Source: an optimization exercise on an open RTL-to-GDS flow (aim: small area). Production flows keep margins and buffers that such runs may drop.
Function was checked by simulation only, so behaviour that the tests miss may differ from the original.

== north ==
==> flow/design.v (excerpt) <==
module myclint #(
    parameter ADDR_W  = 32,
    parameter DATA_W  = 32,
    parameter N_CORES = 8
) (
    input                 clk,  
    input                 rt_clk,  
    input                 reset,  
    input                 valid,  
    input  [ADDR_W-1:0]   address,  
    input  [DATA_W-1:0]   wdata,  
    input  [DATA_W/8-1:0] wstrb,  
    output [DATA_W-1:0]   rdata,  
    output                ready,  
    output [N_CORES-1:0]  mtip,  
    output [N_CORES-1:0]  msip   
);
Size: ~120 I/O pins, ~28,000 um^2 of cells after synthesis.
Settings: LEC_CHECK=0, CAP_MARGIN=20, CORE_MARGIN=2, CORE_UTILIZATION=40, SETUP_SLACK_MARGIN=0.2, SLEW_MARGIN=20; clock period 6.0 ns.
standard.sh (not shown) runs the stock make flow with config.mk's settings and CLKGATE_MAP_FILE= SYNTH_SCRIPT=/design/flow/synth_recipe.tcl, a recipe that flattens the netlist after the stock synthesis.
==> flow/flow/run.sh <==
#!/bin/bash
# Own layout flow: the standard ORFS flow (standard.sh) with
#  - synthesis using an area-oriented abc script (flow/synth.tcl, flow/area.abc),
#  - the smallest buffer on the ports,
#  - a clock tree of small clock buffers without dummy loads.
# Each step's full log stays in orfs/logs/ (ORFS writes one per step); make's
# own output goes to flow_make.log in the work folder.
set -euo pipefail
W=$(pwd)
export OWN_FLOW_DIR=$W/flow
CTS="-sink_clustering_enable -repair_clock_nets -dont_use_dummy_load"
CTS="$CTS -buf_list {sky130_fd_sc_hd__clkbuf_8} -root_buf sky130_fd_sc_hd__clkbuf_16"
CTS="$CTS -sink_clustering_size 14 -sink_clustering_max_diameter 100"
bash standard.sh \
  SYNTH_SCRIPT=$W/flow/synth.tcl \
  "BUFFER_PORTS_ARGS=-buffer_cell sky130_fd_sc_hd__buf_1" \
  "CTS_ARGS=$CTS" \
  finish > $W/flow_make.log 2>&1
==> flow/flow/area.abc <==
&get -n
&st
&dc2
&syn2
&dch
&nf -R 1000 -p
&st
&dch
&nf -R 1000 -p
&put
==> flow/flow/synth.tcl <==
# The standard flow's synthesis script (synth_recipe.tcl), with the abc step given an
# area-oriented script; everything else, the flip-flop mapping included, is as
# in the standard synthesis.
proc synth {args} { yosys synth -nofsm -noshare {*}$args }
proc abc {args} {
  set i [lsearch -exact $args -script]
  if {$i >= 0} { lset args [expr {$i + 1}] $::env(OWN_FLOW_DIR)/area.abc }
  yosys abc {*}$args
}
source $::env(SCRIPTS_DIR)/synth.tcl
# left out here: clear keep_hierarchy, flatten, clean up, hide names made inside functions, write 1_2_yosys.v
north completed every stage of the flow, and the final layout passed the timing, design-rule and antenna checks.
The inputs of south differ from those of north as listed below.
# north
export LEC_CHECK = 0
export CAP_MARGIN = 20
export CORE_MARGIN = 2
export CORE_UTILIZATION = 40
export SETUP_SLACK_MARGIN = 0.2
export SLEW_MARGIN = 20
create_clock -name core_clock -period 6.0 [get_ports {clk}]
# south
export LEC_CHECK = 0
export CAP_MARGIN = 20
export CORE_MARGIN = 2
export CORE_UTILIZATION = 40
export SLEW_MARGIN = 20
create_clock -name core_clock -period 6.0 [get_ports {clk}]
==> flow/flow/area.abc <==
&get -n
&st
&syn2
&dch
&nf -R 1000
&put
--- outcome ---
Lower maximum achievable frequency among north and south: south
Any difference in core utilization of the finished layout between south and north is small enough to ignore.
Die footprint: south > north

* * *

Starting RTL as in the previous note.
Design myclint, start of the top module:
module myclint #(
    parameter ADDR_W  = 32,
    parameter DATA_W  = 32,
    parameter N_CORES = 8
) (
    input                 clk,  
    input                 rt_clk,  
    input                 reset,  
    input                 valid,  
    input  [ADDR_W-1:0]   address,  
    input  [DATA_W-1:0]   wdata,  
    input  [DATA_W/8-1:0] wstrb,  
    output [DATA_W-1:0]   rdata,  
    output                ready,  
    output [N_CORES-1:0]  mtip,  
    output [N_CORES-1:0]  msip   
);
Settings: LEC_CHECK=0, CAP_MARGIN=20, CORE_MARGIN=2, CORE_UTILIZATION=40, GPL_TIMING_DRIVEN=0, SLEW_MARGIN=20; clock period 6.0 ns.
==> flow/flow/run.sh <==
#!/bin/bash
# Own layout flow: the standard ORFS flow (standard.sh) with
#  - synthesis using an area-oriented abc script (flow/synth.tcl, flow/area.abc),
#  - the smallest buffer on the ports,
#  - a clock tree of small clock buffers without dummy loads.
# Each step's full log stays in orfs/logs/ (ORFS writes one per step); make's
# own output goes to flow_make.log in the work folder.
set -euo pipefail
W=$(pwd)
export OWN_FLOW_DIR=$W/flow
CTS="-sink_clustering_enable -repair_clock_nets -dont_use_dummy_load"
CTS="$CTS -buf_list {sky130_fd_sc_hd__clkbuf_8} -root_buf sky130_fd_sc_hd__clkbuf_16"
CTS="$CTS -sink_clustering_size 16 -sink_clustering_max_diameter 100"
bash standard.sh \
  SYNTH_SCRIPT=$W/flow/synth.tcl \
  "BUFFER_PORTS_ARGS=-buffer_cell sky130_fd_sc_hd__buf_1" \
  "CTS_ARGS=$CTS" \
  finish > $W/flow_make.log 2>&1
==> flow/flow/area.abc <==
&get -n
&st
&syn2
&dch
&nf -R 1000
&put
Scripts as last shown in full above: flow/flow/synth.tcl
Change:
==> flow/flow/area.abc (replaced) <==
&get -n
&st
&dc2
&syn2
&dch
&nf -R 1000 -p
&st
&dch
&nf -R 1000 -p
&put
- GPL_TIMING_DRIVEN: 0 -> not set
Now the flow finished but fails on setup timing; sequential share of layout area rises by 1.6 points; non-clock buffer count rises by 8; clock skew rises by 0.0076 ns; maximum frequency falls slightly; clock-buffer cell count is unchanged; global-route usage rises by 3.2 points; cell area falls by a few percent; worst setup slack degrades by 0.11 ns.

* * *

Setup of the reference run:
Starting RTL as in the previous note.
==> flow/config.mk <==
export PLATFORM = sky130hd
export DESIGN_NAME = myclint
export DESIGN_NICKNAME = myclint
export VERILOG_FILES = /design/flow/design.v
export SDC_FILE = /design/flow/constraint.sdc
export NUM_CORES = 4
export LEC_CHECK = 0
export CAP_MARGIN = 20
export CORE_MARGIN = 2
export CORE_UTILIZATION = 40
export SLEW_MARGIN = 20
==> flow/constraint.sdc <==
create_clock -name core_clock -period 6.0 [get_ports {clk}]
set_input_delay 1.2000 -clock core_clock [delete_from_list [all_inputs] [get_ports {clk}]]
set_output_delay 1.2000 -clock core_clock [all_outputs]
set_load 0.01 [all_outputs]
==> flow/flow/area.abc <==
&get -n
&st
&syn2
&dch
&nf -R 1000
&put
Scripts as last shown in full above: flow/flow/run.sh, flow/flow/synth.tcl
### the reference run -> the trial run
Settings: CAP_MARGIN: 20 -> 5; SLEW_MARGIN: 20 -> 5.
## What came out
The trial run completed; timing, DRC and antenna clean. On routed wire length per instance, the trial run and the reference run are neck and neck. Between the trial run and the reference run, time the worst path needs with I/O delays and setup is lower for the trial run, the reference run comes in above that. | worst hold slack | the trial run vs the reference run | worse |. Layout overhead on the synthesized area (lower): the trial run. Fraction of area in registers: the reference run vs the trial run, no meaningful difference. When the trial run is measured against the reference run, its length of routed met3 wiring turns out 6.2% higher. Compared with the reference run, the trial run shows a maximum operating frequency that is 0.0016 GHz higher. Compared the reference run against the trial run; wire length within noise. As far as placed wire-length estimate is concerned, the reference run and the trial run perform about the same. The area occupied by multi-input gates was comparable across the trial run and the reference run. Non-clock buffer count was lower in the run labelled the trial run.

separate check: timing with driven ports:
In the flow no input, the clock included, has a driving cell. The finished layouts below were timed again as built, in two steps. Step 1 (the two cells are an assumption about what drives the block):
set clk [get_ports {clk}]
set_driving_cell -lib_cell sky130_fd_sc_hd__clkbuf_16 $clk
set_driving_cell -lib_cell sky130_fd_sc_hd__buf_2 [delete_from_list [all_inputs] $clk]
Step 2 times the ports against the registers' clock, not the clock port: input delays grow and output delays shrink by t, the midpoint of the rising clock arrivals with the driver on. a / b / c = ideal / step 1 / step 2; a / b = the first two.
run | t, ns | setup slack, ns | worst setup path at the end | clock arrival spread, ns | pins driven straight from the clock port
north | 0.642 | 0.245 / 0.189 / 0.703 | register to register | 0.064 / 0.064 | 1
south | 0.640 | 0.180 / 0.117 / 0.477 | register to register | 0.064 / 0.064 | 1
the first run of note 2 | 0.642 | 0.064 / -0.001 / 0.176 | register to register | 0.034 / 0.034 | 1
the second run of note 2 | 0.648 | -0.047 / -0.114 / 0.534 | register to output | 0.045 / 0.046 | 1
the reference run | 0.649 | 0.153 / 0.089 / 0.473 | register to register | 0.050 / 0.050 | 1
the trial run | 0.655 | 0.209 / 0.145 / 0.405 | register to register | 0.041 / 0.041 | 1
